This design comes from an exercise in tuning for small area, a short achievable clock period and few clock cycles on the open sky130 flow, not from production work.
In this exercise RTL edits were held to simulation tests only and were not proved equivalent to the original.
Power figures rest on the tool's default switching activity, not on a simulated workload.

**config.mk**
```make
export PLATFORM = sky130hd
export DESIGN_NAME = LCD_CTRL
export DESIGN_NICKNAME = LCD_CTRL
export VERILOG_FILES = /design/flow/design.v
export SDC_FILE = /design/flow/constraint.sdc
export NUM_CORES = 8
export LEC_CHECK = 0
export CAP_MARGIN = 20
export CORE_MARGIN = 2
export CORE_UTILIZATION = 40
export CTS_BUF_LIST = sky130_fd_sc_hd__clkbuf_16
export CTS_CLUSTER_DIAMETER = 70
export CTS_CLUSTER_SIZE = 25
export SLEW_MARGIN = 20
```
**constraint.sdc**
```tcl
create_clock -name core_clock -period 11.0 [get_ports {clk}]
set_input_delay 2.2000 -clock core_clock [delete_from_list [all_inputs] [get_ports {clk}]]
set_output_delay 2.2000 -clock core_clock [all_outputs]
set_load 0.01 [all_outputs]
```
**design.v**
```verilog
module LCD_CTRL(clk, reset, IROM_Q, cmd, cmd_valid, IROM_EN, IROM_A, IRB_RW, IRB_D, IRB_A, busy, done);
input clk;
input reset;
input [7:0] IROM_Q;
input [2:0] cmd;
input cmd_valid;
output IROM_EN;
output [5:0] IROM_A;
output IRB_RW;
output [7:0] IRB_D;
output [5:0] IRB_A;
output busy;
output done;
reg        IROM_EN;
reg  [5:0] IROM_A;
reg        IRB_RW;
reg  [7:0] IRB_D;
reg  [5:0] IRB_A;
reg        busy;
reg        done;
localparam [383:0] SPIRAL = 384'hff8fb9df0f7abe8f3b9e07d85d01c03c8181142103db1d72ba9d339a179959138934a30bb6ab2b96275a55251392371b;
genvar gi, gj;
integer i, j;
reg  [511:0] img;         
reg  [6:0]   n;           
reg  [6:0]   ln;          
reg          fx, fy, tr;  
reg  [63:0]  pend;        
reg  [2:0]   Xm, Ym;      
reg  [6:0]   rtm, clm;    
reg  [6:0]   rt, cl;      
reg  [7:0]   wv [0:3];    
reg  [2:0]   c_r;         
reg          v_r;
reg          ok;          
reg          fin;         
reg  [5:0]   land_a;      
reg          land_v;
wire is_data = c_r[2] & (c_r[1] | c_r[0]);               
wire exec    = v_r & (~is_data | ok);                    
wire exec_d  = v_r & is_data & ok;
wire accept  = cmd_valid & ~busy & ~done;
wire a_up = accept & (cmd == 3'd1) & ~rtm[0];
wire a_dn = accept & (cmd == 3'd2) & ~rtm[6];
wire a_lf = accept & (cmd == 3'd3) & ~clm[0];
wire a_rt = accept & (cmd == 3'd4) & ~clm[6];
wire [7:0] rw  = {1'b0, rt} | {rt, 1'b0};                
wire [7:0] cw  = {1'b0, cl} | {cl, 1'b0};
wire [7:0] rwn = {1'b0, rtm} | {rtm, 1'b0};              
wire [7:0] cwn = {1'b0, clm} | {clm, 1'b0};
wire [63:0] win_c, win_n, land_dec;
generate
for (gi = 0; gi < 64; gi = gi + 1) begin : msk
    assign win_c[gi]    = rw[gi/8] & cw[gi%8];
    assign win_n[gi]    = rwn[gi/8] & cwn[gi%8];
    assign land_dec[gi] = land_v & (land_a == gi);
end
endgenerate
function [3:0] cls_or;
    input [63:0] m;
    integer p;
    begin
        cls_or = 4'd0;
        for (p = 0; p < 64; p = p + 1)
            cls_or[{p[3], p[0]}] = cls_or[{p[3], p[0]}] | m[p];
    end
endfunction
wire [7:0] s1 = wv[0] ^ wv[1] ^ wv[2];
wire [8:0] c1 = {(wv[0] & wv[1]) | (wv[0] & wv[2]) | (wv[1] & wv[2]), 1'b0};
wire [8:0] s2 = {1'b0, s1} ^ c1 ^ {1'b0, wv[3]};
wire [9:0] c2 = {({1'b0, s1} & c1) | ({1'b0, s1} & {1'b0, wv[3]}) | (c1 & {1'b0, wv[3]}), 1'b0};
wire [9:0] sum = pfx_add({1'b0, s2}, c2);
function [9:0] pfx_add;
    input [9:0] a, b;
    reg [9:0] g, p, gg, pp;
    integer d, q;
    begin
        g = a & b; p = a ^ b; gg = g; pp = p;
        for (d = 1; d < 10; d = d * 2)
            for (q = 9; q >= 0; q = q - 1)
                if (q >= d) begin
                    gg[q] = gg[q] | (pp[q] & gg[q-d]);
                    pp[q] = pp[q] & pp[q-d];
                end
        pfx_add = p ^ {gg[8:0], 1'b0};
    end
endfunction
reg  [7:0] nv [0:3];      
always @(*) begin
    for (i = 0; i < 4; i = i + 1)
        case (c_r[1:0])
        2'b10:   nv[i] = wv[i ^ 2];           
        2'b11:   nv[i] = wv[i ^ 1];           
        default: nv[i] = sum[9:2];            
        endcase
end
reg [7:0] rd [0:3];
always @(*) begin
    for (i = 0; i < 4; i = i + 1) rd[i] = 8'd0;
    for (j = 0; j < 64; j = j + 1)
        rd[{j[3], j[0]}] = rd[{j[3], j[0]}] | ({8{win_n[j]}} & img[j*8 +: 8]);
end
wire [2:0] dy = (Ym > 3'd4) ? Ym - 3'd4 : 3'd4 - Ym;
wire [2:0] dx = (Xm > 3'd4) ? Xm - 3'd4 : 3'd4 - Xm;
wire dcd = (n == 7'd4) | (n == 7'd16) | (n == 7'd36);
wire trd = dcd ? (dx > dy) : tr;
wire fxd = dcd ? (Xm > 3'd4) : fx;
wire fyd = dcd ? (Ym > 3'd4) : fy;
wire [5:0] sa = sp_addr(n[5:0]);
wire [2:0] sr = trd ? sa[2:0] : sa[5:3];
wire [2:0] sc = trd ? sa[5:3] : sa[2:0];
wire [5:0] ia_nx = {sr ^ {3{fyd}}, sc ^ {3{fxd}}};       
function [5:0] sp_addr;
    input [5:0] n;
    case (n)
    6'd0: sp_addr = 6'd27;
    6'd1: sp_addr = 6'd28;
    6'd2: sp_addr = 6'd35;
    6'd3: sp_addr = 6'd36;
    6'd4: sp_addr = 6'd19;
    6'd5: sp_addr = 6'd20;
    6'd6: sp_addr = 6'd18;
    6'd7: sp_addr = 6'd21;
    6'd8: sp_addr = 6'd26;
    6'd9: sp_addr = 6'd29;
    6'd10: sp_addr = 6'd34;
    6'd11: sp_addr = 6'd37;
    6'd12: sp_addr = 6'd43;
    6'd13: sp_addr = 6'd44;
    6'd14: sp_addr = 6'd42;
    6'd15: sp_addr = 6'd45;
    6'd16: sp_addr = 6'd11;
    6'd17: sp_addr = 6'd12;
    6'd18: sp_addr = 6'd10;
    6'd19: sp_addr = 6'd13;
    6'd20: sp_addr = 6'd9;
    6'd21: sp_addr = 6'd14;
    6'd22: sp_addr = 6'd17;
    6'd23: sp_addr = 6'd22;
    6'd24: sp_addr = 6'd25;
    6'd25: sp_addr = 6'd30;
    6'd26: sp_addr = 6'd33;
    6'd27: sp_addr = 6'd38;
    6'd28: sp_addr = 6'd51;
    6'd29: sp_addr = 6'd52;
    6'd30: sp_addr = 6'd41;
    6'd31: sp_addr = 6'd46;
    6'd32: sp_addr = 6'd50;
    6'd33: sp_addr = 6'd53;
    6'd34: sp_addr = 6'd49;
    6'd35: sp_addr = 6'd54;
    6'd36: sp_addr = 6'd3;
    6'd37: sp_addr = 6'd4;
    6'd38: sp_addr = 6'd2;
    6'd39: sp_addr = 6'd5;
    6'd40: sp_addr = 6'd1;
    6'd41: sp_addr = 6'd6;
    6'd42: sp_addr = 6'd8;
    6'd43: sp_addr = 6'd15;
    6'd44: sp_addr = 6'd0;
    6'd45: sp_addr = 6'd7;
    6'd46: sp_addr = 6'd16;
    6'd47: sp_addr = 6'd23;
    6'd48: sp_addr = 6'd24;
    6'd49: sp_addr = 6'd31;
    6'd50: sp_addr = 6'd32;
    6'd51: sp_addr = 6'd39;
    6'd52: sp_addr = 6'd59;
    6'd53: sp_addr = 6'd60;
    6'd54: sp_addr = 6'd40;
    6'd55: sp_addr = 6'd47;
    6'd56: sp_addr = 6'd58;
    6'd57: sp_addr = 6'd61;
    6'd58: sp_addr = 6'd48;
    6'd59: sp_addr = 6'd55;
    6'd60: sp_addr = 6'd57;
    6'd61: sp_addr = 6'd62;
    6'd62: sp_addr = 6'd56;
    6'd63: sp_addr = 6'd63;
    endcase
endfunction
function [5:0] rk;
    input [2:0] y, x;
    case ({y, x})
    {3'd1, 3'd1}: rk = 6'd44;
    {3'd1, 3'd2}: rk = 6'd40;
    {3'd1, 3'd3}: rk = 6'd38;
    {3'd1, 3'd4}: rk = 6'd37;
    {3'd1, 3'd5}: rk = 6'd39;
    {3'd1, 3'd6}: rk = 6'd41;
    {3'd1, 3'd7}: rk = 6'd45;
    {3'd2, 3'd1}: rk = 6'd46;
    {3'd2, 3'd2}: rk = 6'd22;
    {3'd2, 3'd3}: rk = 6'd18;
    {3'd2, 3'd4}: rk = 6'd17;
    {3'd2, 3'd5}: rk = 6'd19;
    {3'd2, 3'd6}: rk = 6'd23;
    {3'd2, 3'd7}: rk = 6'd47;
    {3'd3, 3'd1}: rk = 6'd48;
    {3'd3, 3'd2}: rk = 6'd24;
    {3'd3, 3'd3}: rk = 6'd8;
    {3'd3, 3'd4}: rk = 6'd5;
    {3'd3, 3'd5}: rk = 6'd9;
    {3'd3, 3'd6}: rk = 6'd25;
    {3'd3, 3'd7}: rk = 6'd49;
    {3'd4, 3'd1}: rk = 6'd50;
    {3'd4, 3'd2}: rk = 6'd26;
    {3'd4, 3'd3}: rk = 6'd10;
    {3'd4, 3'd4}: rk = 6'd3;
    {3'd4, 3'd5}: rk = 6'd11;
    {3'd4, 3'd6}: rk = 6'd27;
    {3'd4, 3'd7}: rk = 6'd51;
    {3'd5, 3'd1}: rk = 6'd54;
    {3'd5, 3'd2}: rk = 6'd30;
    {3'd5, 3'd3}: rk = 6'd14;
    {3'd5, 3'd4}: rk = 6'd13;
    {3'd5, 3'd5}: rk = 6'd15;
    {3'd5, 3'd6}: rk = 6'd31;
    {3'd5, 3'd7}: rk = 6'd55;
    {3'd6, 3'd1}: rk = 6'd58;
    {3'd6, 3'd2}: rk = 6'd34;
    {3'd6, 3'd3}: rk = 6'd32;
    {3'd6, 3'd4}: rk = 6'd29;
    {3'd6, 3'd5}: rk = 6'd33;
    {3'd6, 3'd6}: rk = 6'd35;
    {3'd6, 3'd7}: rk = 6'd59;
    {3'd7, 3'd1}: rk = 6'd62;
    {3'd7, 3'd2}: rk = 6'd60;
    {3'd7, 3'd3}: rk = 6'd56;
    {3'd7, 3'd4}: rk = 6'd53;
    {3'd7, 3'd5}: rk = 6'd57;
    {3'd7, 3'd6}: rk = 6'd61;
    {3'd7, 3'd7}: rk = 6'd63;
    default: rk = 6'd63;
    endcase
endfunction
wire [2:0] Xf = fx ? 3'd0 - Xm : Xm;                     
wire [2:0] Yf = fy ? 3'd0 - Ym : Ym;
wire [2:0] Xb = tr ? Yf : Xf;
wire [2:0] Yb = tr ? Xf : Yf;
wire [3:0] ia_r = 4'b0001 << IROM_A[4:3];
wire [3:0] ia_c = 4'b0001 << IROM_A[1:0];
wire conf_n = ~IROM_EN & |(ia_r & (rwn[3:0] | rwn[7:4])) & |(ia_c & (cwn[3:0] | cwn[7:4]));
wire ok_n = ({1'b0, rk(Yb, Xb)} < ln) & ~conf_n;
wire [3:0] fwd = cls_or(win_n & land_dec);
wire [63:0] wc = pend & ~(fin ? 64'd0 : win_c);
wire [63:0] wc_p;
generate
for (gi = 0; gi < 64; gi = gi + 1) begin : wp
    assign wc_p[gi] = wc[SPIRAL[(63-gi)*6 +: 6]];
end
endgenerate
wire [63:0] wg_p = wc_p & ~pre_or(wc_p);
reg  [63:0] wg;
always @(*) begin
    wg = 64'd0;
    for (j = 0; j < 64; j = j + 1)
        wg[SPIRAL[(63-j)*6 +: 6]] = wg_p[j];
end
reg  [7:0]  wrow, wcol;
always @(*) begin
    wrow = 8'd0; wcol = 8'd0;
    for (j = 0; j < 64; j = j + 1) begin
        wrow[j/8] = wrow[j/8] | wg[j];
        wcol[j%8] = wcol[j%8] | wg[j];
    end
end
reg  [7:0]  wr_r, wc_r;
reg         wv_r;
reg  [7:0]  wd;
always @(*) begin
    wd = 8'd0;
    for (j = 0; j < 64; j = j + 1)
        wd = wd | ({8{wr_r[j/8] & wc_r[j%8]}} & img[j*8 +: 8]);
end
function [2:0] enc8;
    input [7:0] v;
    enc8 = {|v[7:4], |{v[7:6], v[3:2]}, |{v[7], v[5], v[3], v[1]}};
endfunction
wire wany = |wc;
function [63:0] pre_or;
    input [63:0] v;
    reg [63:0] s;
    integer d, q;
    begin
        s = v;
        for (d = 1; d < 64; d = d * 2)
            for (q = 63; q >= 0; q = q - 1)
                if (q >= d) s[q] = s[q] | s[q-d];
        pre_or = {s[62:0], 1'b0};
    end
endfunction
wire [3:0] r4 = rw[3:0] | rw[7:4];
wire [3:0] c4 = cw[3:0] | cw[7:4];
wire [7:0] wbus [0:15];
generate
for (gi = 0; gi < 4; gi = gi + 1) begin : wbr
    for (gj = 0; gj < 4; gj = gj + 1) begin : wbc
        wire s = exec_d & r4[gi] & c4[gj];
        assign wbus[gi*4+gj] = s ? nv[(gi%2)*2 + gj%2] : IROM_Q;
    end
end
endgenerate
always @(posedge clk) begin
    for (j = 0; j < 64; j = j + 1)
        if (land_dec[j] | (exec_d & win_c[j]))
            img[j*8 +: 8] <= wbus[((j/8)%4)*4 + (j%8)%4];
end
wire       fin_n   = fin | (accept & (cmd == 3'd0));
wire       v_r_n   = accept | (v_r & ~exec);
wire [2:0] c_r_n   = accept ? cmd : c_r;
wire       busy_n  = fin_n | (v_r_n & c_r_n[2] & (c_r_n[1] | c_r_n[0]) & ~ok_n);
always @(posedge clk or posedge reset) begin
    if (reset) begin
        Xm <= 3'd4; Ym <= 3'd4; rtm <= 7'b0001000; clm <= 7'b0001000;
        rt <= 7'b0001000; cl <= 7'b0001000;
        c_r <= 3'd0; v_r <= 1'b0; ok <= 1'b0; fin <= 1'b0;
        busy <= 1'b0; done <= 1'b0;
        fx <= 1'b0; fy <= 1'b0; tr <= 1'b0;
        n <= 7'd1; ln <= 7'd0; pend <= 64'd0;
        IROM_A <= 6'd27; IROM_EN <= 1'b0;
        land_a <= 6'd0; land_v <= 1'b0;
        IRB_RW <= 1'b1; wv_r <= 1'b0;
    end else begin
        c_r <= c_r_n; v_r <= v_r_n; fin <= fin_n; busy <= busy_n;
        Ym  <= a_up ? Ym - 3'd1 : a_dn ? Ym + 3'd1 : Ym;
        Xm  <= a_lf ? Xm - 3'd1 : a_rt ? Xm + 3'd1 : Xm;
        rtm <= a_up ? {1'b0, rtm[6:1]} : a_dn ? {rtm[5:0], 1'b0} : rtm;
        clm <= a_lf ? {1'b0, clm[6:1]} : a_rt ? {clm[5:0], 1'b0} : clm;
        rt <= rtm; cl <= clm;
        fx <= fxd; fy <= fyd; tr <= trd;
        ok <= ok_n;
        IROM_A <= ia_nx;
        IROM_EN <= n[6];
        n <= n + {6'd0, ~n[6]}; ln <= n;
        land_a <= IROM_A; land_v <= ~IROM_EN;
        pend <= (pend & ~wg) | land_dec | (exec_d ? win_c : 64'd0);
        wv_r <= wany; IRB_RW <= ~wv_r;
        done <= done | (fin & ~|pend & ~wv_r & n[6] & IROM_EN & ~land_v);
    end
end
always @(posedge clk) begin
    wr_r <= wrow; wc_r <= wcol; IRB_A <= {enc8(wr_r), enc8(wc_r)}; IRB_D <= wd;
    for (i = 0; i < 4; i = i + 1)
        wv[i] <= exec_d ? nv[i] : (fwd[i] ? IROM_Q : rd[i]);
end
endmodule
```
**flow/run.sh**
```bash
#!/bin/bash
# Layout: the standard flow (standard.sh), unchanged, except that its
# timing repair (floorplan, CTS and global-route repair_timing) aims at a
# setup margin of 7.75 ns instead of 0, so it sizes the critical paths for a
# shorter period. The SDC, the clock period and every other step are the
# standard ones. make's full output goes to flow.log here; each ORFS step
# writes its own log under orfs/logs/.
set -euo pipefail
bash standard.sh SETUP_SLACK_MARGIN=7.75 finish > flow.log 2>&1
```
**standard.sh**
```bash
#!/bin/bash
# synth_recipe.tcl (not shown) runs the flow's synth.tcl, then flattens the netlist and writes it again
# the make line also repeats each setting of config.mk as NAME=value (left out here)
make -C /OpenROAD-flow-scripts/flow DESIGN_CONFIG=/design/flow/config.mk WORK_HOME=/design/flow/orfs CLKGATE_MAP_FILE= SYNTH_SCRIPT=/design/flow/synth_recipe.tcl "${@:-finish}"
```
==> results of run 1 <==
report_power, final:
group / internal [uW] / total (uW) / switching, uW
sequential: 3350 / 3940 / 593
clock: 896 / 2000 / 1100
combinational: 3130 / 8560 / 5420
total: 7380 / 14500 / 7120
layout make-up:
cell class	count	area [um^2]	share of cell area, %
multi-input cells	2186	17200	39.3
repair buffers	330	3050	6.95
inverters	72	284	0.648
clock buffers	50	1250	2.85
well taps	1176	1470	3.36
flip-flops and latches	712	20100	45.9
diodes	3	7.51	0.0171
clock inverters	35	418	0.953
synthesized netlist by cell type (31+ instances only):
master | count | area (um^2)
mux2_2 | 56 | 631
nor3_1 | 48 | 240
nor2b_1 | 36 | 225
nor2_1 | 251 | 942
o22ai_1 | 76 | 475
clkbuf_1 | 173 | 649
dfxtp_1 | 62 | 1240
nand3_1 | 153 | 766
nand2_1 | 158 | 593
mux2i_1 | 106 | 1060
a221oi_1 | 143 | 1250
o21ai_1 | 40 | 200
edfxtp_1 | 512 | 15400
o21ai_0 | 99 | 495
buf_1 | 31 | 116
a21oi_1 | 183 | 916
dfrtp_1 | 126 | 3150
inv_1 | 67 | 251
nand4_1 | 82 | 513
ha_1 | 37 | 463
a21o_1 | 47 | 353
a22o_1 | 200 | 1750
nor4_1 | 33 | 206
a22oi_1 | 99 | 743
a222oi_1 | 38 | 380
cell usage in the layout, fill, tap and decap left out, types with 16 or more instances in the layout:
| master | netlist | final |
|---|---|---|
| a21o_1 | 47 | 47 |
| nor2_4 | 1 | 17 |
| mux2i_1 | 106 | 78 |
| a22oi_1 | 99 | 99 |
| ha_1 | 37 | 29 |
| a22o_1 | 200 | 199 |
| nand4_1 | 82 | 82 |
| buf_4 | 2 | 234 |
| o22ai_1 | 76 | 55 |
| o21ai_2 | 2 | 30 |
| nand2b_1 | 27 | 25 |
| nor2_1 | 251 | 227 |
| clkbuf_16 | 0 | 50 |
| nand2_1 | 158 | 155 |
| dfrtp_1 | 126 | 117 |
| dfxtp_1 | 62 | 39 |
| o21bai_1 | 22 | 21 |
| nor3_1 | 48 | 40 |
| a222oi_1 | 38 | 38 |
| a21oi_4 | 0 | 94 |
| mux2i_4 | 0 | 21 |
| a21oi_1 | 183 | 78 |
| nor4_1 | 33 | 28 |
| o22ai_2 | 0 | 16 |
| buf_6 | 2 | 35 |
| nand3_1 | 153 | 149 |
| dfxtp_2 | 0 | 23 |
| a221oi_1 | 143 | 142 |
| inv_1 | 67 | 61 |
| o21ai_1 | 40 | 38 |
| mux2_2 | 56 | 42 |
| nor2b_1 | 36 | 29 |
| buf_12 | 0 | 34 |
| o21ai_0 | 99 | 70 |
| edfxtp_1 | 512 | 512 |
logic make-up after synthesis:
family / count (synthesis)
compound gates: 1059
simple gates: 893
flops: 712
buf+inv: 284
mux: 162
fa+ha+maj: 56
xor+xnor: 16
through the flow:
stage	hold slack [ns]	power, uW	setup slack [ns]
global placement	0.403	9870	6.44
finish	0.425	14500	7.44
CTS	0.427	13100	7.44
floorplan	0.352	7180	6.95
detailed placement	0.406	9880	6.42
global route	0.449	14700	7.31
per-layer routing:
metal / global-route usage, % / share of wire, %
met1: 44.8 / 33
met2: 54.4 / 41
met3: 15.9 / 16
met4: 29.0 / 10
met5: 1.81 / 0.16
timing repair:
| action | 4_1_cts | 5_1_grt |
|---|---|---|
| hold endpoints to repair | 0 | 0 |
| gates resized for setup | 360 | 179 |
| setup buffers | 105 | 42 |
| setup endpoints to repair | 746 | 667 |
| pin swaps | 69 | 56 |
| hold buffers | 0 | 0 |
sequential cells by signal, indices dropped and copies added (netlist names), 6 cells and up:
name,flops
clm,7
IRB_D,8
IROM_A,6
wc_r,8
wr_r,8
rtm,7
cl,7
land_a,6
rt,7
n,7
IRB_A,6
img,512
pend,64
wv,32
ln,6
worst max-delay path by stage:
| stage | slack [ns] | endpoint | start |
|---|---|---|---|
| after floorplan | 6.95 | Xm[1] | cmd_valid |
| after global placement | 6.44 | Xm[2] | cmd_valid |
| final | 7.44 | IROM_A[1] | IROM_A[1] |
| after global routing | 7.31 | img[407] | wv[0][2] |
| after CTS | 7.44 | IROM_A[1] | IROM_A[1] |
| after detailed placement | 6.42 | Xm[2] | cmd_valid |
==> results.py, run 1 <==
metrics = {
    "sta": {
        "final-max-slew-violation-count": 0,
        "worst_pin_slew_ns": 1.29,
        "fin_skew_ns": 0.0323,
        "setup_viol": 0,
        "slew_headroom_pct": 13.4,
        "tns_ns": 0,
        "fin_crit_sh_pct": 32.4,
        "rsz0062_at_grt": "yes",
        "min_period_ns": 3.56,
        "hold_viol": 0,
        "timing.fmax_ghz": 0.281,
    },
    "run": {
        "maxCapViolations": 0,
    },
    "clocking": {
        "cts_made_buffers": 47,
        "clk_pin_slew_ns": 0.09,
        "clock-sinks": 712,
        "insertion_delay_ns": 0.68,
        "h-tree-depth": 2,
        "clockBufferDepth": 3,
        "cts_tree": "yes",
        "root_buffer": "clkbuf_16",
    },
    "synth": {
        "synthArstFlopShare_pct": 19.4,
        "syn_inst": 3182,
        "synth-xor-area-share_pct": 0.389,
        "synth_top_family_by_area": "compound AO/OA/AOI/OAI gates",
        "ys_warn_count": 4,
        "synthesis.nets": 3251,
        "ys_types": 96,
        "synthSimpleGateAreaFrac_pct": 12.6,
        "yosys-mux-area-fraction_pct": 4.69,
        "synth_compound_area_share_pct": 21.2,
        "ys_ff_latch": 712,
        "syn-cell-area_um2": 36000,
        "ys.flop_type": "edfxtp_1",
        "synth.avg_cell_area_um2": 11.3,
        "synth-edff-count": 512,
        "ys_seq_area_share_pct": 55.7,
        "synth-adder-area-share_pct": 2.31,
    },
    "layout": {
        "syn_to_final_growth_pct": 21.6,
        "drive_above_1_share_pct": 24.3,
        "n_fill_cell": 7898,
        "final-instance-count-excl-fill": 4564,
        "final_nets": 3418,
        "final_area_um2": 43800,
        "fin_util_pct": 48.9,
    },
    "placement": {
        "place_area_um2": 38600,
        "gp_congestion": 1.07,
        "dp.cells": 4328,
        "dp_hpwl_um": 123000,
        "portBuffers": 37,
    },
    "floorplanning": {
        "start_util_pct": 40.2,
        "io_pins": 38,
        "dieHeight_um": 304,
        "dieArea_um2": 92500,
        "die_w_um": 304,
        "core_area_um2": 89600,
        "rows": 110,
    },
    "critical_path": {
        "endpoint_kind": "output port",
        "startpoint_type": "flop",
        "crit_chain": "buf_6",
        "crit_path_max_fanout": 2,
        "crit_buf_inv": 1,
        "crit_type": "flop to output port",
        "reg2reg_setup_slack_ns": 7.44,
        "cp.depth": 1,
        "reg2regPathDepth": 15,
        "worstReg2RegStart": "wv[0][2]",
        "path_delay_family": "flip-flops",
        "crit_arrival_ns": 1.36,
        "cp.required_ns": 8.80,
        "reg2reg_to": "img[407]",
        "max_stage_delay_ns": 0.59,
        "crit_slowest_cell": "dfstp_2",
    },
    "power_and_ir_drop": {
        "p_per_area_nw_per_um2": 331,
        "p_leak_uw": 0.0154,
        "vdd_ir_drop_max_mv": 0.329,
    },
    "grt": {
        "grt_pass1_wl_um": 246000,
        "grt_max_degree": 74,
        "groute.usage.overall_pct": 37.9,
        "antenna_found_initial": 10,
        "grt_pass1_vias": 31500,
        "gr-total-overflow": 0,
    },
    "min_path": {
        "holdCritStartpoint": "n[6]",
        "hold_depth": 0,
        "hp-class": "flop to flop",
        "hold_end": "IROM_EN",
    },
    "detailed_routing": {
        "final_antenna_net_count": 0,
        "num_vias": 33500,
        "first_iter_violations": 6407,
        "drc_errors": 0,
        "wire_per_inst_um": 39.6,
        "firstDrtPassIters": 10,
        "viasPerCell": 7.35,
        "routed_wl_um": 181000,
    },
    "outcome": {
        "status": "finished clean",
    },
}
Testbench counts, summed over its fixed seeds: cycles 5,582.
==> run 2, diff against run 1 <==
==> flow/run.sh (replaced) <==
#!/bin/bash
# Layout: the standard flow (standard.sh), unchanged, except that its
# timing repair (floorplan, CTS and global-route repair_timing) aims at a
# setup margin of 7.6 ns instead of 0, so it sizes the critical paths for a
# shorter period. The SDC, the clock period and every other step are the
# standard ones. make's full output goes to flow.log here; each ORFS step
# writes its own log under orfs/logs/.
set -euo pipefail
bash standard.sh SETUP_SLACK_MARGIN=7.6 finish > flow.log 2>&1
==> run 2 against run 1 <==
  * Now fails the layout checks on max-capacitance violations, max-slew violations
  * First-iteration DRC count fell by 2.5%
  * Non-clock buffer count decreased by 43
  * Worst hold slack better by 0.0080 ns
  * Register-to-register slack got worse by 0.04 ns
  * Via count is 1.2% lower
  * Critical path type is now flop to flop
  * Critical endpoint is now img[94]
  * Highest routed layer unchanged
==> results.py, run 2 <==
metrics = {
    "floorplanning": {
        "die_w_um": 304,
        "rows": 110,
        "io_pins": 38,
        "dieHeight_um": 304,
        "start_util_pct": 40.2,
        "dieArea_um2": 92500,
        "core_area_um2": 89600,
    },
    "grt": {
        "grt_max_degree": 83,
        "grt_pass1_vias": 31000,
        "groute.layer.met2.usage_pct": 56.9,
        "grt_pass1_wl_um": 252000,
        "antenna_found_initial": 10,
        "groute.usage.overall_pct": 39.0,
        "met1_usage_pct": 46.7,
        "busiest_layer": "met2",
        "gr-total-overflow": 0,
        "use_met3_pct": 14.8,
    },
    "critical_path": {
        "max_stage_delay_ns": 0.58,
        "crit_type": "flop to flop",
        "startpoint_type": "flop",
        "reg2reg_to": "img[94]",
        "reg2regPathDepth": 12,
        "endpoint_kind": "flop",
        "critical_path.most_common_cell": "fa_1",
        "worstReg2RegStart": "wv[2][2]",
        "crit_arrival_ns": 4.01,
        "crit_path_max_fanout": 4,
        "crit_buf_inv": 2,
        "reg2reg_setup_slack_ns": 7.39,
        "cp.required_ns": 11.40,
        "crit_slowest_cell": "fa_1",
        "crit_chain": "fa_1, fa_1, ha_1, and4b_1, o21ai_2, a21boi_2, o41ai_2, mux2i_1, buf_4, and3_4, buf_12, a21oi_4",
        "crit_start": "wv[2][2]",
        "path_delay_family": "adder cells",
    },
    "power_and_ir_drop": {
        "switching_power_uw": 6790,
        "combPwrFrac_pct": 57.2,
        "switching_share_pct": 49.4,
        "vdd_ir_drop_max_mv": 0.273,
        "p_per_area_nw_per_um2": 321,
        "p_int_uw": 6970,
        "p_leak_uw": 0.0150,
        "pwr-share-seq_pct": 28.3,
        "p_clk_share_pct": 14.6,
    },
    "layout": {
        "mostFrequentLayoutCells": "edfxtp_1, nor2_1, buf_4, a22o_1, nand2_1",
        "seqCellArea_um2": 20100,
        "n_fill_cell": 8033,
        "final_nets": 3373,
        "final_area_um2": 42800,
        "multi_input_area_um2": 16700,
        "syn_to_final_growth_pct": 18.8,
        "final_common_cell": "edfxtp_1",
        "fin_util_pct": 47.8,
        "top_register": "img",
        "reg_top3": "img (512), pend (64), wv (32)",
        "largest_reg_flops": 512,
        "drive_above_1_share_pct": 22.2,
        "final-instance-count-excl-fill": 4522,
    },
    "min_path": {
        "hold_depth": 0,
        "hp-class": "flop to flop",
        "hold_end": "rt[3]",
        "holdCritStartpoint": "rtm[3]",
    },
    "clocking": {
        "insertion_delay_ns": 0.67,
        "clk_pin_slew_ns": 0.10,
        "clock-sinks": 712,
        "h-tree-depth": 2,
        "clockBufferDepth": 3,
        "cts_made_buffers": 45,
        "root_buffer": "clkbuf_16",
        "cts_tree": "yes",
    },
    "synth": {
        "syn_inst": 3182,
        "synthesis.nets": 3251,
        "synth.avg_cell_area_um2": 11.3,
        "ys_warn_count": 4,
        "ys_ff_latch": 712,
        "ys_top_cells_by_area": "edfxtp_1, dfrtp_1, a22o_1, a221oi_1, dfxtp_1",
        "synthArstFlopShare_pct": 19.4,
        "ys_seq_area_share_pct": 55.7,
        "synth_top_area_share_pct": 42.7,
        "synth_top_area_cell": "edfxtp_1",
        "syn-cell-area_um2": 36000,
        "netlist_top_cells_count": "edfxtp_1, nor2_1, a22o_1, a21oi_1, clkbuf_1",
        "ys_types": 96,
        "ys.flop_type": "edfxtp_1",
        "synth-edff-count": 512,
        "synth_most_common_cell": "edfxtp_1",
    },
    "placement": {
        "gp_congestion": 1.11,
        "place_area_um2": 38500,
        "portBuffers": 37,
        "dp_hpwl_um": 127000,
        "dp.cells": 4331,
    },
    "detailed_routing": {
        "viasPerCell": 7.33,
        "firstDrtPassIters": 10,
        "num_vias": 33100,
        "wire_per_inst_um": 40.9,
        "first_iter_violations": 6245,
        "routed_wl_um": 185000,
        "final_antenna_net_count": 0,
        "drc_errors": 0,
    },
    "sta": {
        "worst_pin_slew_ns": 1.58,
        "hold_viol": 0,
        "fin_hold_ws_ns": 0.433,
        "final-max-slew-violation-count": 5,
        "tns_ns": 0,
        "fin_crit_sh_pct": 32.8,
        "setup_viol": 0,
        "slew_headroom_pct": -6.40,
        "fin_skew_ns": 0.0385,
        "rsz0062_at_grt": "yes",
        "min_period_ns": 3.61,
        "timing.fmax_ghz": 0.277,
    },
    "outcome": {
        "so.violations": "max-capacitance violations, max-slew violations",
        "status": "failed layout checks",
    },
    "run": {
        "maxCapViolations": 1,
    },
}
run 2: cell counts after synthesis:
Identical to the previous run, type by type.
run 2: stage by stage:
stage | setup slack [ns] | total power [uW]
floorplan | 6.95 | 7070
global placement | 6.43 | 9820
detailed placement | 6.39 | 9810
CTS | 7.28 | 12600
global route | 7.31 | 14000
finish | 7.39 | 13800
run 2: how the worst max path moves through the flow:
| stage | endpoint | slack [ns] | cells past startpoint |
|---|---|---|---|
| 6_report | img[94] | 7.39 | 12 |
| 3_3_place_gp | Ym[2] | 6.43 | 9 |
| 3_5_place_dp | Ym[2] | 6.39 | 9 |
| 4_1_cts | img[233] | 7.28 | 7 |
| 2_1_floorplan | Xm[1] | 6.95 | 8 |
| 5_1_grt | img[109] | 7.31 | 14 |
run 2: power by group through the flow:
stage | logic [uW] | clock network (uW) | registers (uW)
after detailed placement | 5910 | 0 | 3900
after floorplan | 3440 | 0 | 3620
after global placement | 5920 | 0 | 3900
after global routing | 8030 | 2090 | 3920
final | 7870 | 2000 | 3890
after CTS | 6800 | 1990 | 3840
run 2: cell families (layout without fill, tap and decap cells):
family	count (synthesis)	count (layout)	synth area share (%)
AO/OA/AOI/OAI	1059	1059	21.2
XOR/XNOR	16	16	0.389
adder cells (fa/ha/maj)	56	56	2.31
buffers and inverters	284	443	3.03
flip-flops	712	712	55.7
multiplexers	162	162	4.69
other	0	5	0
AND/OR/NAND/NOR	893	893	12.6
run 2: routing by layer:
metal / wire length (um) / part of all wire [%] / vias to the layer above
met1: 61700 / 33 / 16000
met3: 27200 / 15 / 957
met2: 77300 / 42 / 3267
met4: 18600 / 10 / 4
li1: - / - / 12900
met5: 28 / 0.015 / -
run 2: worst register-to-register path, stage by stage, from the launching register on:
cell and delay [ns]:
dfxtp_2 0.35, fa_1 0.58, fa_1 0.47, ha_1 0.29, and4b_1 0.19, o21ai_2 0.16, a21boi_2 0.11, o41ai_2 0.31
mux2i_1 0.22, buf_4 0.15, and3_4 0.30, buf_12 0.14, a21oi_4 0.06
run 2: cell type report:
class                      count  share of cell area [%]
sequential                   712                    47.0
inverter                      72                   0.666
clock inverter                36                    1.01
timing repair buffer         287                    5.99
clock buffer                  48                    2.80
multi-input combinational   2186                    39.1
tap                         1176                    3.44
antenna                        5                  0.0292
run 2: timing repair:
item,CTS,global route
hold buffers,0,0
buffers inserted,62,37
resized for setup,301,150
setup endpoints to repair,658,809
pin swaps,38,52
==> run 3, diff against run 2 <==
==> flow/run.sh (replaced) <==
#!/bin/bash
# Layout: the standard flow (standard.sh), unchanged, except that its
# timing repair (floorplan, CTS and global-route repair_timing) aims at a
# setup margin of 7.4 ns instead of 0, so it sizes the critical paths for a
# shorter period. The SDC, the clock period and every other step are the
# standard ones. make's full output goes to flow.log here; each ORFS step
# writes its own log under orfs/logs/.
set -euo pipefail
bash standard.sh SETUP_SLACK_MARGIN=7.4 finish > flow.log 2>&1
==> run 3 against run 2 <==
  * The run now finishes clean
  * Worst hold slack got worse by 0.026 ns
  * Sequential power rose by 2%
  * Non-clock buffer count fell by 53
  * Largest cell class unchanged
  * Fmax decreased by 2.9%
==> results.py, run 3 <==
metrics = {
    "power_and_ir_drop": {
        "p_leak_uw": 0.0147,
        "vdd_ir_drop_max_mv": 0.222,
        "switching_share_pct": 50.0,
        "pwr-share-seq_pct": 29.6,
        "total_power_uw": 13400,
        "p_clk_share_pct": 15.6,
        "combPwrFrac_pct": 54.8,
        "p_per_area_nw_per_um2": 322,
        "switching_power_uw": 6680,
        "p_int_uw": 6690,
    },
    "critical_path": {
        "crit_chain": "fa_1, fa_1, ha_1, and4b_1, o21ai_2, a21boi_2, o21a_1, o21a_1, nor3_4, buf_4, a21oi_2, a21oi_1",
        "crit_slowest_cell": "fa_1",
        "crit_buf_inv": 1,
        "crit_path_max_fanout": 5,
        "crit_type": "flop to flop",
        "startpoint_type": "flop",
        "max_stage_delay_ns": 0.57,
        "path_delay_family": "adder cells",
        "cp.required_ns": 11.37,
        "endpoint_kind": "flop",
        "crit_arrival_ns": 4.08,
    },
    "layout": {
        "final_common_cell": "edfxtp_1",
        "largest_reg_flops": 512,
        "n_fill_cell": 8237,
        "syn_to_final_growth_pct": 15.4,
        "reg_top3": "img (512), pend (64), wv (32)",
        "top_register": "img",
        "drive_above_1_share_pct": 18.2,
        "mostFrequentLayoutCells": "edfxtp_1, nor2_1, a22o_1, buf_4, nand2_1",
        "final_nets": 3322,
    },
    "synth": {
        "ys_seq_area_share_pct": 55.7,
        "synthArstFlopShare_pct": 19.4,
        "synth_most_common_cell": "edfxtp_1",
        "synth_top_area_share_pct": 42.7,
        "ys_warn_count": 4,
        "synth.avg_cell_area_um2": 11.3,
        "synthesis.nets": 3251,
        "ys_top_cells_by_area": "edfxtp_1, dfrtp_1, a22o_1, a221oi_1, dfxtp_1",
        "ys_ff_latch": 712,
        "ys_types": 96,
        "synth_top_area_cell": "edfxtp_1",
        "netlist_top_cells_count": "edfxtp_1, nor2_1, a22o_1, a21oi_1, clkbuf_1",
        "syn_inst": 3182,
        "ys.flop_type": "edfxtp_1",
        "synth-edff-count": 512,
        "syn-cell-area_um2": 36000,
    },
    "floorplanning": {
        "dieArea_um2": 92500,
        "start_util_pct": 40.2,
        "io_pins": 38,
        "dieHeight_um": 304,
        "core_area_um2": 89600,
        "die_w_um": 304,
        "rows": 110,
    },
    "detailed_routing": {
        "firstDrtPassIters": 11,
        "drc_errors": 0,
        "first_iter_violations": 6305,
        "routed_wl_um": 188000,
        "num_vias": 32800,
        "final_antenna_net_count": 0,
        "viasPerCell": 7.34,
        "wire_per_inst_um": 42.0,
    },
    "sta": {
        "tns_ns": 0,
        "rsz0062_at_grt": "yes",
        "fin_crit_sh_pct": 33.8,
        "timing.fmax_ghz": 0.269,
        "setup_viol": 0,
        "hold_viol": 0,
        "setup_ws_ns": 7.28,
        "slew_headroom_pct": 10.8,
        "final-max-slew-violation-count": 0,
        "worst_pin_slew_ns": 1.33,
        "fin_skew_ns": 0.0635,
        "min_period_ns": 3.72,
    },
    "run": {
        "maxCapViolations": 0,
    },
    "placement": {
        "gp_congestion": 1.08,
        "dp_hpwl_um": 132000,
        "place_ws_ns": 6.38,
        "portBuffers": 37,
    },
    "clocking": {
        "insertion_delay_ns": 0.68,
        "h-tree-depth": 2,
        "clock-sinks": 712,
        "cts_tree": "yes",
        "cts_made_buffers": 47,
        "clockBufferDepth": 3,
        "root_buffer": "clkbuf_16",
        "clk_pin_slew_ns": 0.09,
    },
    "outcome": {
        "status": "finished clean",
    },
    "grt": {
        "gr-total-overflow": 0,
        "groute.usage.overall_pct": 39.7,
        "antenna_found_initial": 11,
        "grt_max_degree": 78,
        "grt_pass1_vias": 30800,
        "grt_pass1_wl_um": 255000,
    },
    "min_path": {
        "hp-class": "flop to flop",
    },
}
run 3: cell types whose count changed in the layout (fill, tap and decap cells not counted), sizes merged, moves of 2 or more:
cell | previous run | this run
buf | 269 | 202
dlygate4sd2 | 0 | 18
clkbuf | 50 | 47
clkdlybuf4s15 | 4 | 1
bufinv | 3 | 5
clkdlybuf4s50 | 10 | 12
clkinvlp | 4 | 2
inv | 88 | 90
run 3: power groups by stage:
stage	clock, uW	combinational [uW]	sequential [uW]
2_1_floorplan	0	3440	3620
3_3_place_gp	0	5910	3970
3_5_place_dp	0	5900	3970
4_1_cts	2070	6400	3910
5_1_grt	2170	7470	3970
6_report	2080	7330	3960
run 3: repair_timing:
action	4_1_cts	5_1_grt
setup endpoints to repair	562	444
pin swaps	12	28
hold buffers	0	0
buffers inserted	28	25
resized for setup	156	107
run 3: cell type report:
type                    instances  area [um^2]  area share (%)
well taps                    1176         1470            3.54
inverters                      72          279           0.671
diodes                          5         12.5          0.0301
multi-input cells            2186        16000            38.6
repair buffers                234         1970            4.73
clock buffers                  47         1180            2.83
flip-flops and latches        712        20100            48.4
clock inverters                37          534            1.28
run 3: per-stage QoR:
step	area (um^2)	hold WS [ns]	utilization, %	std cells
after floorplan	36100	0.352	-	3182
after global placement	38300	0.403	42.8	4325
after detailed placement	38400	0.390	42.8	4325
after CTS	40800	0.410	45.5	4437
after global routing	41600	0.419	46.4	4464
final	41600	0.408	46.4	4469
run 3: cells by family after synthesis:
family	count (synthesis)	share of synthesized area [%]
mux	162	4.69
compound gates	1059	21.2
xor+xnor	16	0.389
flops	712	55.7
simple gates	893	12.6
buf+inv	284	3.03
fa+ha+maj	56	2.31
run 3: final timing paths:
check	to	start	slack [ns]	depth (start not counted)
worst max-delay path	img[52]	wv[0][2]	7.28	12
max in group asynchronous	cl[0]	reset	7.83	4
worst min register to register	land_a[5]	IROM_A[5]	0.41	0
worst max register to register	img[52]	wv[0][2]	7.28	12
worst min-delay path	land_a[5]	IROM_A[5]	0.41	0
min in group asynchronous	pend[26]	reset	2.06	3
run 3: layer usage:
metal  vias to the layer above  routed length (um)  GRT usage, %
met4                        10               20400          31.6
met5                         -                  77             0
met3                       943               24200          11.1
met2                      3092               79100          59.3
met1                     16000               63900          48.4
li1                      12800                   -             -
==> run 4, diff against run 3 <==
==> flow/run.sh (replaced) <==
#!/bin/bash
# Layout: the standard flow (standard.sh), unchanged, except that its
# timing repair (floorplan, CTS and global-route repair_timing) aims at a
# setup margin of 7.5 ns instead of 0, so it sizes the critical paths for a
# shorter period. The SDC, the clock period and every other step are the
# standard ones. make's full output goes to flow.log here; each ORFS step
# writes its own log under orfs/logs/.
set -euo pipefail
bash standard.sh SETUP_SLACK_MARGIN=7.5 finish > flow.log 2>&1
--- a/config.mk
+++ b/config.mk
@@ -9,6 +9,6 @@
 export CORE_MARGIN = 2
 export CORE_UTILIZATION = 40
 export CTS_BUF_LIST = sky130_fd_sc_hd__clkbuf_16
-export CTS_CLUSTER_DIAMETER = 70
-export CTS_CLUSTER_SIZE = 25
+export CTS_CLUSTER_DIAMETER = 50
+export CTS_CLUSTER_SIZE = 16
 export SLEW_MARGIN = 20
==> run 4 against run 3 <==
  * Register-to-register slack gained 0.06 ns
  * Clock skew shrank 0.033 ns
  * Wire length shrank 5.2%
  * Clock-buffer cell count grew 35
  * Largest power group unchanged
==> results.py, run 4 <==
metrics = {
    "outcome": {
        "status": "finished clean",
    },
    "critical_path": {
        "critical_path.most_common_cell": "fa_1",
        "path_delay_family": "adder cells",
        "crit_start": "wv[0][2]",
        "crit_path_max_fanout": 5,
        "crit_chain": "fa_1, fa_1, ha_1, and4b_1, o21ai_2, a21boi_4, o41ai_4, mux2i_1, buf_4, and3_4, a21oi_4",
        "crit_buf_inv": 1,
        "startpoint_type": "flop",
        "crit_arrival_ns": 4.03,
        "cp.required_ns": 11.38,
        "endpoint_kind": "flop",
        "crit_slowest_cell": "fa_1",
        "worstReg2RegStart": "wv[0][2]",
        "crit_type": "flop to flop",
        "max_stage_delay_ns": 0.59,
    },
    "layout": {
        "reg_top3": "img (512), pend (64), wv (32)",
        "multi_input_area_um2": 16400,
        "final_common_cell": "edfxtp_1",
        "n_fill_cell": 7949,
        "final-instance-count-excl-fill": 4550,
        "syn_to_final_growth_pct": 20.1,
        "drive_above_1_share_pct": 21.0,
        "largest_reg_flops": 512,
        "top_register": "img",
        "final_area_um2": 43300,
        "seqCellArea_um2": 20100,
        "final_nets": 3374,
        "mostFrequentLayoutCells": "edfxtp_1, nor2_1, a22o_1, buf_4, nand2_1",
    },
    "detailed_routing": {
        "dr_wl_met3_um": 25600,
        "routed_wl_um": 178000,
        "viasPerCell": 7.32,
        "route.met2.wl_um": 73600,
        "drc_errors": 0,
        "first_iter_violations": 6162,
        "wire_per_inst_um": 39.1,
        "firstDrtPassIters": 7,
        "final_antenna_net_count": 0,
        "top_layer_used": "met5",
        "num_vias": 33300,
        "m1WireLength_um": 60700,
    },
    "clocking": {
        "clockBufferDepth": 3,
        "clk_pin_slew_ns": 0.07,
        "clock-sinks": 712,
        "cts_tree": "yes",
        "h-tree-depth": 3,
        "cts_made_buffers": 78,
        "insertion_delay_ns": 0.67,
        "root_buffer": "clkbuf_16",
        "hold_buffers": 0,
    },
    "sta": {
        "slew_headroom_pct": 14.6,
        "fin_skew_ns": 0.0304,
        "min_period_ns": 3.65,
        "final-max-slew-violation-count": 0,
        "tns_ns": 0,
        "timing.fmax_ghz": 0.274,
        "setup_viol": 0,
        "fin_crit_sh_pct": 33.2,
        "rsz0062_at_grt": "yes",
        "hold_viol": 0,
        "worst_pin_slew_ns": 1.27,
    },
    "grt": {
        "gr-total-overflow": 0,
        "grt_pass1_wl_um": 244000,
        "groute.usage.overall_pct": 37.5,
        "grt_pass1_vias": 30900,
        "grt_max_degree": 56,
        "antenna_found_initial": 6,
    },
    "power_and_ir_drop": {
        "switching_power_uw": 6910,
        "p_int_uw": 7480,
        "vdd_ir_drop_max_mv": 0.268,
        "combPwrFrac_pct": 53.4,
        "p_leak_uw": 0.0154,
        "total_power_uw": 14400,
        "pwr-share-seq_pct": 27.0,
        "p_per_area_nw_per_um2": 333,
        "switching_share_pct": 48.0,
        "p_clk_share_pct": 19.6,
    },
    "synth": {
        "yosys-mux-area-fraction_pct": 4.69,
        "synthSimpleGateAreaFrac_pct": 12.6,
        "synth_top_area_share_pct": 42.7,
        "ys_top_cells_by_area": "edfxtp_1, dfrtp_1, a22o_1, a221oi_1, dfxtp_1",
        "synth-edff-count": 512,
        "ys_ff_latch": 712,
        "ys_seq_area_share_pct": 55.7,
        "synthArstFlopShare_pct": 19.4,
        "synth_compound_area_share_pct": 21.2,
        "ys_types": 96,
        "synth_most_common_cell": "edfxtp_1",
        "syn-cell-area_um2": 36000,
        "ys_warn_count": 4,
        "netlist_top_cells_count": "edfxtp_1, nor2_1, a22o_1, a21oi_1, clkbuf_1",
        "synth-adder-area-share_pct": 2.31,
        "synth_top_area_cell": "edfxtp_1",
        "syn_inst": 3182,
        "synthesis.nets": 3251,
        "synth-xor-area-share_pct": 0.389,
        "ys.flop_type": "edfxtp_1",
        "synth_top_family_by_area": "compound AO/OA/AOI/OAI gates",
        "synth.avg_cell_area_um2": 11.3,
    },
    "placement": {
        "place_area_um2": 38400,
        "portBuffers": 37,
        "dp.cells": 4324,
        "dp_hpwl_um": 123000,
        "gp_congestion": 1.08,
    },
    "min_path": {
        "hp-class": "flop to flop",
        "holdCritStartpoint": "IROM_A[5]",
    },
    "floorplanning": {
        "io_pins": 38,
        "core_area_um2": 89600,
        "dieHeight_um": 304,
        "dieArea_um2": 92500,
        "start_util_pct": 40.2,
        "rows": 110,
        "die_w_um": 304,
    },
    "run": {
        "maxCapViolations": 0,
    },
}
## run 4: cells by family (layout without fill, tap and decap cells)
kind of cell / count (synthesis) / in the layout
DFF: 712 / 712
muxes: 162 / 162
and+or+nand+nor: 893 / 893
xor gates and xnor gates: 16 / 16
adders and majority gates: 56 / 56
AOI/OAI and AO/OA: 1059 / 1059
other: 0 / 4
buffers and inverters: 284 / 472
## run 4: metrics by stage
step                      setup slack, ns  utilization [%]  hold slack (ns)
final                                7.35             48.3            0.422
after global routing                 7.29             48.3            0.424
after CTS                            7.33             47.3            0.416
after detailed placement             6.39             42.9            0.403
after global placement               6.43             42.9            0.401
after floorplan                      6.95                -            0.352
## run 4: cell type report
class	count	area share, %
Antenna cell	4	0.0231
Inverter	72	0.653
Clock buffer	82	4.74
Clock inverter	63	1.63
Sequential cell	712	46.5
Tap cell	1176	3.40
Timing Repair Buffer	255	5.17
Multi-Input combinational cell	2186	37.9
## run 4: per-layer routing
metal  global-route usage, %  up-vias
li1                        -    12900
met1                    46.5    16000
met2                    54.3     3385
met3                    12.5      968
met4                    27.8        8
met5                       0        -
## run 4: what timing repair did
action / in CTS / in global routing
pin swaps: 38 / 34
setup buffers: 48 / 28
endpoints found under the setup margin: 454 / 471
endpoints found under the hold margin: 0 / 0
resized for setup: 228 / 101
cloned: 0 / 0
## run 4: worst paths after layout
path                        endpoint  slack, ns  depth (start not counted)
setup / recovery            img[318]       7.35                         11
hold / removal             land_a[5]       0.42                          0
setup reg to reg            img[318]       7.35                         11
hold reg to reg            land_a[5]       0.42                          0
max in group asynchronous   pend[60]       7.77                          3
min in group asynchronous       n[6]       2.03                          2
## run 4: power groups by stage
stage	Combinational, uW	Sequential (uW)	Clock [uW]
2_1_floorplan	3440	3620	0
3_3_place_gp	5890	3900	0
3_5_place_dp	5900	3900	0
4_1_cts	6690	3850	2820
5_1_grt	7810	3910	2920
6_report	7680	3890	2820
==> run 5, diff against run 4 <==
--- a/config.mk
+++ b/config.mk
@@ -8,7 +8,4 @@
 export CAP_MARGIN = 20
 export CORE_MARGIN = 2
 export CORE_UTILIZATION = 40
-export CTS_BUF_LIST = sky130_fd_sc_hd__clkbuf_16
-export CTS_CLUSTER_DIAMETER = 50
-export CTS_CLUSTER_SIZE = 16
 export SLEW_MARGIN = 20
==> run 5 against run 4 <==
  * Still clean
  * Global-route usage hardly changed
  * Sequential power about the same
  * Flip-flop and latch count unchanged
  * Total power grew 0.38%
  * Register-to-register slack barely moved
  * Via count about the same
  * Die area is the same
  * Largest cell class unchanged
==> results.py, run 5 <==
metrics = {
    "layout": {
        "reg_top3": "img (512), pend (64), wv (32)",
        "top_register": "img",
        "final_common_cell": "edfxtp_1",
        "final_area_um2": 43200,
        "drive_above_1_share_pct": 20.8,
        "mostFrequentLayoutCells": "edfxtp_1, nor2_1, a22o_1, buf_4, nand2_1",
        "fin_util_pct": 48.3,
        "final_nets": 3370,
        "largest_reg_flops": 512,
        "syn_to_final_growth_pct": 20.0,
    },
    "clocking": {
        "clock-sinks": 712,
        "h-tree-depth": 3,
        "insertion_delay_ns": 0.66,
        "clk_pin_slew_ns": 0.06,
        "root_buffer": "clkbuf_16",
        "clockBufferDepth": 3,
        "cts_made_buffers": 76,
        "cts_tree": "yes",
    },
    "sta": {
        "setup_ws_ns": 7.34,
        "fin_skew_ns": 0.0259,
        "tns_ns": 0,
        "min_period_ns": 3.66,
        "worst_pin_slew_ns": 1.29,
        "slew_headroom_pct": 14.0,
        "rsz0062_at_grt": "yes",
        "fin_hold_ws_ns": 0.420,
        "final-max-slew-violation-count": 0,
        "fin_crit_sh_pct": 33.2,
        "timing.fmax_ghz": 0.273,
        "setup_viol": 0,
        "hold_viol": 0,
    },
    "synth": {
        "synth_top_area_share_pct": 42.7,
        "netlist_top_cells_count": "edfxtp_1, nor2_1, a22o_1, a21oi_1, clkbuf_1",
        "ys_top_cells_by_area": "edfxtp_1, dfrtp_1, a22o_1, a221oi_1, dfxtp_1",
        "syn_inst": 3182,
        "synth.avg_cell_area_um2": 11.3,
        "ys_ff_latch": 712,
        "ys_warn_count": 4,
        "synth_most_common_cell": "edfxtp_1",
        "syn-cell-area_um2": 36000,
        "synthArstFlopShare_pct": 19.4,
        "synth-edff-count": 512,
        "ys_seq_area_share_pct": 55.7,
        "synthesis.nets": 3251,
        "synth_top_area_cell": "edfxtp_1",
        "ys_types": 96,
        "ys.flop_type": "edfxtp_1",
    },
    "detailed_routing": {
        "firstDrtPassIters": 9,
        "viasPerCell": 7.33,
        "wire_per_inst_um": 39.3,
        "first_iter_violations": 6174,
        "routed_wl_um": 178000,
        "final_antenna_net_count": 0,
        "num_vias": 33300,
        "drc_errors": 0,
    },
    "run": {
        "maxCapViolations": 0,
    },
    "power_and_ir_drop": {
        "vdd_ir_drop_max_mv": 0.229,
        "combPwrFrac_pct": 54.2,
        "p_clk_share_pct": 18.8,
        "pwr-share-seq_pct": 26.9,
        "p_per_area_nw_per_um2": 334,
        "switching_share_pct": 47.4,
        "p_int_uw": 7600,
        "switching_power_uw": 6850,
        "p_leak_uw": 0.0153,
    },
    "critical_path": {
        "crit_type": "flop to flop",
        "crit_path_max_fanout": 5,
        "cp.required_ns": 11.36,
        "reg2regPathDepth": 11,
        "startpoint_type": "flop",
        "crit_arrival_ns": 4.02,
        "endpoint_kind": "flop",
    },
    "floorplanning": {
        "dieHeight_um": 304,
        "core_area_um2": 89600,
        "die_w_um": 304,
        "rows": 110,
        "io_pins": 38,
        "dieArea_um2": 92500,
        "start_util_pct": 40.2,
    },
    "grt": {
        "gr-total-overflow": 0,
        "groute.usage.overall_pct": 37.4,
        "grt_pass1_vias": 30800,
        "antenna_found_initial": 9,
        "grt_pass1_wl_um": 243000,
        "grt_max_degree": 56,
    },
    "outcome": {
        "status": "finished clean",
    },
    "placement": {
        "place_ws_ns": 6.39,
        "dp_hpwl_um": 123000,
        "gp_congestion": 1.08,
        "place_area_um2": 38400,
        "portBuffers": 37,
    },
    "min_path": {
        "hp-class": "flop to flop",
        "hold_depth": 0,
    },
}
-- run 5: kinds of logic after synthesis --
logic type      count (synthesis)  share of synthesized area [%]
simple gates                  893                           12.6
compound gates               1059                           21.2
xor+xnor                       16                          0.389
flops                         712                           55.7
fa+ha+maj                      56                           2.31
buf+inv                       284                           3.03
mux                           162                           4.69
-- run 5: per-stage QoR --
step                total power, uW  cells
detailed placement             9800   4324
global route                  14700   4537
global placement               9790   4322
floorplan                      7060   3182
finish                        14400   4542
CTS                           13300   4518
-- run 5: cell type report --
cell class | count | area [um^2]
multi-input combinational | 2186 | 16500
antenna | 5 | 12.5
timing repair buffer | 253 | 2230
tap | 1176 | 1470
inverter | 72 | 283
fill | 7964 | 46400
clock buffer | 94 | 2140
clock inverter | 44 | 484
sequential | 712 | 20100
-- run 5: path summary, 6_finish.rpt --
check                          start        end  slack (ns)
min in group asynchronous      reset   pend[35]        2.06
max reg2reg                 wv[1][2]   img[318]        7.34
max in group asynchronous      reset   pend[24]        7.74
min                        IROM_A[5]  land_a[5]        0.42
max                         wv[1][2]   img[318]        7.34
min reg2reg                IROM_A[5]  land_a[5]        0.42
-- run 5: power by group through the flow --
stage,Combinational [uW],Sequential (uW),Clock (uW)
after global placement,5890,3900,0
after global routing,7950,3910,2820
after detailed placement,5900,3900,0
after floorplan,3440,3620,0
final,7830,3890,2720
after CTS,6780,3850,2720
-- run 5: worst max-delay path, cell delays in order (launching register included) --
cell and delay, ns:
dfxtp_2 0.33, fa_1 0.59, fa_1 0.47, ha_1 0.29
and4b_1 0.18, o21ai_2 0.19, a21boi_4 0.10, o41ai_4 0.37
mux2i_1 0.24, buf_4 0.16, and3_4 0.34, a21oi_4 0.11
-- run 5: metal layers --
metal / wire length [um] / share of wire (%) / track usage (%) / up-vias
li1: - / - / - / 12900
met1: 60300 / 34 / 46.3 / 16100
met2: 73500 / 41 / 54.4 / 3313
met3: 26200 / 15 / 12.9 / 982
met4: 18300 / 10 / 27.3 / 8
met5: 46 / 0.026 / 0 / -
-- run 5: what timing repair did --
item	4_1_cts	5_1_grt
gates resized for setup	236	120
pin swaps	41	39
setup endpoints to repair	457	453
buffers inserted	56	19
hold buffers	0	0
cloned	0	0
endpoints found under the hold margin	0	0
==> run 6, diff against run 5 <==
--- a/config.mk
+++ b/config.mk
@@ -8,4 +8,7 @@
 export CAP_MARGIN = 20
 export CORE_MARGIN = 2
 export CORE_UTILIZATION = 40
+export CTS_BUF_LIST = sky130_fd_sc_hd__clkbuf_16
+export CTS_CLUSTER_DIAMETER = 60
+export CTS_CLUSTER_SIZE = 22
 export SLEW_MARGIN = 20
==> run 6 against run 5 <==
  * Still clean
  * Wire length shrank 0.57%
  * Register-to-register slack gained 0.04 ns
  * Clock-buffer cell count shrank 39
  * Final cell count shrank 0.81%
  * Fmax grew 1.2%
  * Worst hold slack gained 0.0033 ns
  * First-iteration DRC count grew 0.63%
  * Die area is the same
  * Design area shrank 1.8%
  * Combinational power shrank 2%
  * Total power shrank 4.7%
  * Clock skew grew 0.0095 ns
  * Largest cell class unchanged
==> results.py, run 6 <==
metrics = {
    "sta": {
        "timing.fmax_ghz": 0.277,
        "final-max-slew-violation-count": 0,
        "rsz0062_at_grt": "yes",
        "slew_headroom_pct": 10.6,
        "min_period_ns": 3.61,
        "fin_hold_ws_ns": 0.423,
        "tns_ns": 0,
        "hold_viol": 0,
        "worst_pin_slew_ns": 1.34,
        "fin_crit_sh_pct": 32.8,
        "setup_ws_ns": 7.39,
        "setup_viol": 0,
        "fin_skew_ns": 0.0355,
    },
    "synth": {
        "synth.avg_cell_area_um2": 11.3,
        "ys_top_cells_by_area": "edfxtp_1, dfrtp_1, a22o_1, a221oi_1, dfxtp_1",
        "synth_compound_area_share_pct": 21.2,
        "synthArstFlopShare_pct": 19.4,
        "ys_seq_area_share_pct": 55.7,
        "syn-cell-area_um2": 36000,
        "ys_ff_latch": 712,
        "syn_inst": 3182,
        "synth-adder-area-share_pct": 2.31,
        "synth-edff-count": 512,
        "synth_top_area_share_pct": 42.7,
        "synthSimpleGateAreaFrac_pct": 12.6,
        "synth_top_area_cell": "edfxtp_1",
        "ys.flop_type": "edfxtp_1",
        "synth_most_common_cell": "edfxtp_1",
        "synth_top_family_by_area": "compound AO/OA/AOI/OAI gates",
        "ys_types": 96,
        "synth-xor-area-share_pct": 0.389,
        "yosys-mux-area-fraction_pct": 4.69,
        "ys_warn_count": 4,
        "netlist_top_cells_count": "edfxtp_1, nor2_1, a22o_1, a21oi_1, clkbuf_1",
        "synthesis.nets": 3251,
    },
    "grt": {
        "grt_max_degree": 56,
        "groute.usage.overall_pct": 37.3,
        "grt_pass1_vias": 30600,
        "grt_pass1_wl_um": 243000,
        "antenna_found_initial": 7,
        "gr-total-overflow": 0,
    },
    "floorplanning": {
        "rows": 110,
        "io_pins": 38,
        "dieHeight_um": 304,
        "dieArea_um2": 92500,
        "die_w_um": 304,
        "start_util_pct": 40.2,
        "core_area_um2": 89600,
    },
    "clocking": {
        "hold_buffers": 0,
        "clk_pin_slew_ns": 0.08,
        "cts_tree": "yes",
        "clockBufferDepth": 3,
        "h-tree-depth": 2,
        "cts_made_buffers": 53,
        "insertion_delay_ns": 0.69,
        "clock-sinks": 712,
        "root_buffer": "clkbuf_16",
    },
    "min_path": {
        "hold_end": "land_a[5]",
        "holdCritStartpoint": "IROM_A[5]",
        "hold_depth": 0,
        "hp-class": "flop to flop",
    },
    "critical_path": {
        "crit_chain": "fa_1, fa_1, ha_1, and4b_1, o21ai_2, a21boi_4, o41ai_4, mux2i_1, buf_4, and3_4, a21oi_4",
        "max_stage_delay_ns": 0.59,
        "cp.required_ns": 11.40,
        "crit_path_max_fanout": 5,
        "reg2reg_to": "img[14]",
        "startpoint_type": "flop",
        "worstReg2RegStart": "wv[0][2]",
        "endpoint_kind": "flop",
        "crit_arrival_ns": 4.01,
        "critical_path.most_common_cell": "fa_1",
        "reg2reg_setup_slack_ns": 7.39,
        "reg2regPathDepth": 11,
        "crit_type": "flop to flop",
        "crit_slowest_cell": "fa_1",
    },
    "detailed_routing": {
        "routed_wl_um": 177000,
        "viasPerCell": 7.34,
        "final_antenna_net_count": 0,
        "drc_errors": 0,
        "firstDrtPassIters": 9,
        "num_vias": 33000,
        "wire_per_inst_um": 39.4,
        "first_iter_violations": 6213,
    },
    "power_and_ir_drop": {
        "p_leak_uw": 0.0149,
        "combPwrFrac_pct": 56.0,
        "p_per_area_nw_per_um2": 324,
        "p_int_uw": 6980,
        "total_power_uw": 13800,
        "switching_power_uw": 6790,
        "p_clk_share_pct": 15.8,
        "switching_share_pct": 49.3,
        "vdd_ir_drop_max_mv": 0.224,
        "pwr-share-seq_pct": 28.2,
    },
    "layout": {
        "n_fill_cell": 8032,
        "drive_above_1_share_pct": 20.0,
        "final_nets": 3350,
        "largest_reg_flops": 512,
        "top_register": "img",
        "fin_util_pct": 47.4,
        "syn_to_final_growth_pct": 17.8,
        "reg_top3": "img (512), pend (64), wv (32)",
        "mostFrequentLayoutCells": "edfxtp_1, nor2_1, a22o_1, buf_4, nand2_1",
        "final_common_cell": "edfxtp_1",
    },
    "outcome": {
        "status": "finished clean",
    },
    "placement": {
        "dp_hpwl_um": 123000,
        "gp_congestion": 1.08,
        "place_ws_ns": 6.39,
        "portBuffers": 37,
    },
    "run": {
        "maxCapViolations": 0,
    },
}
run 6: final cells by class:
| class | count | area, um^2 | share of cell area (%) |
|---|---|---|---|
| sequential | 712 | 20100 | 47.4 |
| multi-input combinational | 2186 | 16500 | 38.8 |
| timing repair buffer | 256 | 2210 | 5.21 |
| tap | 1176 | 1470 | 3.47 |
| clock buffer | 55 | 1380 | 3.24 |
| clock inverter | 44 | 527 | 1.24 |
| inverter | 72 | 283 | 0.666 |
| antenna | 4 | 10.0 | 0.0236 |
run 6: kinds of logic after synthesis:
group,after synthesis
AOI/OAI and AO/OA,1059
and+or+nand+nor,893
DFF,712
buffers and inverters,284
muxes,162
adders and majority gates,56
xor gates and xnor gates,16
run 6: worst max-delay path by stage:
stage	start	to	slack (ns)
finish	wv[0][2]	img[14]	7.39
global route	wv[0][2]	img[14]	7.32
CTS	wv[2][2]	img[30]	7.33
detailed placement	cmd_valid	Ym[2]	6.39
global placement	cmd_valid	Ym[2]	6.43
floorplan	cmd_valid	Xm[1]	6.95
run 6: power by group through the flow:
stage          Clock (uW)  Sequential [uW]  Combinational [uW]
2_1_floorplan           0             3620                3440
3_3_place_gp            0             3900                5890
3_5_place_dp            0             3900                5900
4_1_cts              2170             3840                6700
5_1_grt              2270             3910                7810
6_report             2170             3890                7710
run 6: worst max-delay path, delay by kind of cell (launching register included):
family / cells / cell delay (ns)
DFF: 1 / 0.33
muxes: 1 / 0.23
and+or+nand+nor: 2 / 0.52
buffers and inverters: 1 / 0.16
AOI/OAI and AO/OA: 4 / 0.76
adders and majority gates: 3 / 1.33
run 6: per-layer routing:
| metal | GRT usage [%] | wire length (um) | vias up |
|---|---|---|---|
| li1 | - | - | 12900 |
| met1 | 46.4 | 59900 | 15800 |
| met2 | 54.4 | 73600 | 3345 |
| met3 | 12.1 | 25800 | 982 |
| met4 | 27.4 | 17900 | 8 |
| met5 | 0.207 | 54 | - |
run 6: stage by stage:
| stage | cells | cell area (um^2) |
|---|---|---|
| after global routing | 4501 | 42500 |
| final | 4505 | 42500 |
| after floorplan | 3182 | 36100 |
| after detailed placement | 4324 | 38400 |
| after global placement | 4322 | 38400 |
| after CTS | 4473 | 41600 |
run 6: timing repair:
item	CTS	global route
gates resized for setup	229	107
setup buffers	50	27
pin swaps	38	37
endpoints found under the setup margin	454	464

## separate check: timing with driven ports
Ports are ideal in the flow. The routed layouts listed here were re-timed in OpenROAD. Step 1: set_driving_cell puts a clkbuf_16 on clk and a buf_2 on each other input, an assumption about the parent block. Step 2 also shifts input and output timing later by t, the mid clock arrival at the registers, as if the neighbouring blocks saw the same clock. Three values: no drivers, after step 1, after step 2; two values: the first two.
run	t (ns)	setup WS [ns]	clock arrival spread, ns	worst register clock-pin slew, ns	worst data-port slew with drivers (ns)
run 1	0.730	7.437 / 7.367 / 7.053	0.033 / 0.033	0.10 / 0.10	0.04
run 2	0.724	7.393 / 7.393 / 6.964	0.039 / 0.039	0.11 / 0.11	0.04
run 3	0.720	7.284 / 7.284 / 6.914	0.077 / 0.078	0.11 / 0.11	0.03
run 4	0.722	7.348 / 7.348 / 6.846	0.039 / 0.039	0.07 / 0.07	0.08
run 5	0.714	7.344 / 7.344 / 6.940	0.028 / 0.028	0.07 / 0.07	0.08
run 6	0.741	7.388 / 7.379 / 6.890	0.036 / 0.036	0.10 / 0.10	0.08
The setup slack of run 4, which loses most, moves by 0.000 ns with the drivers and by -0.502 ns with both steps.
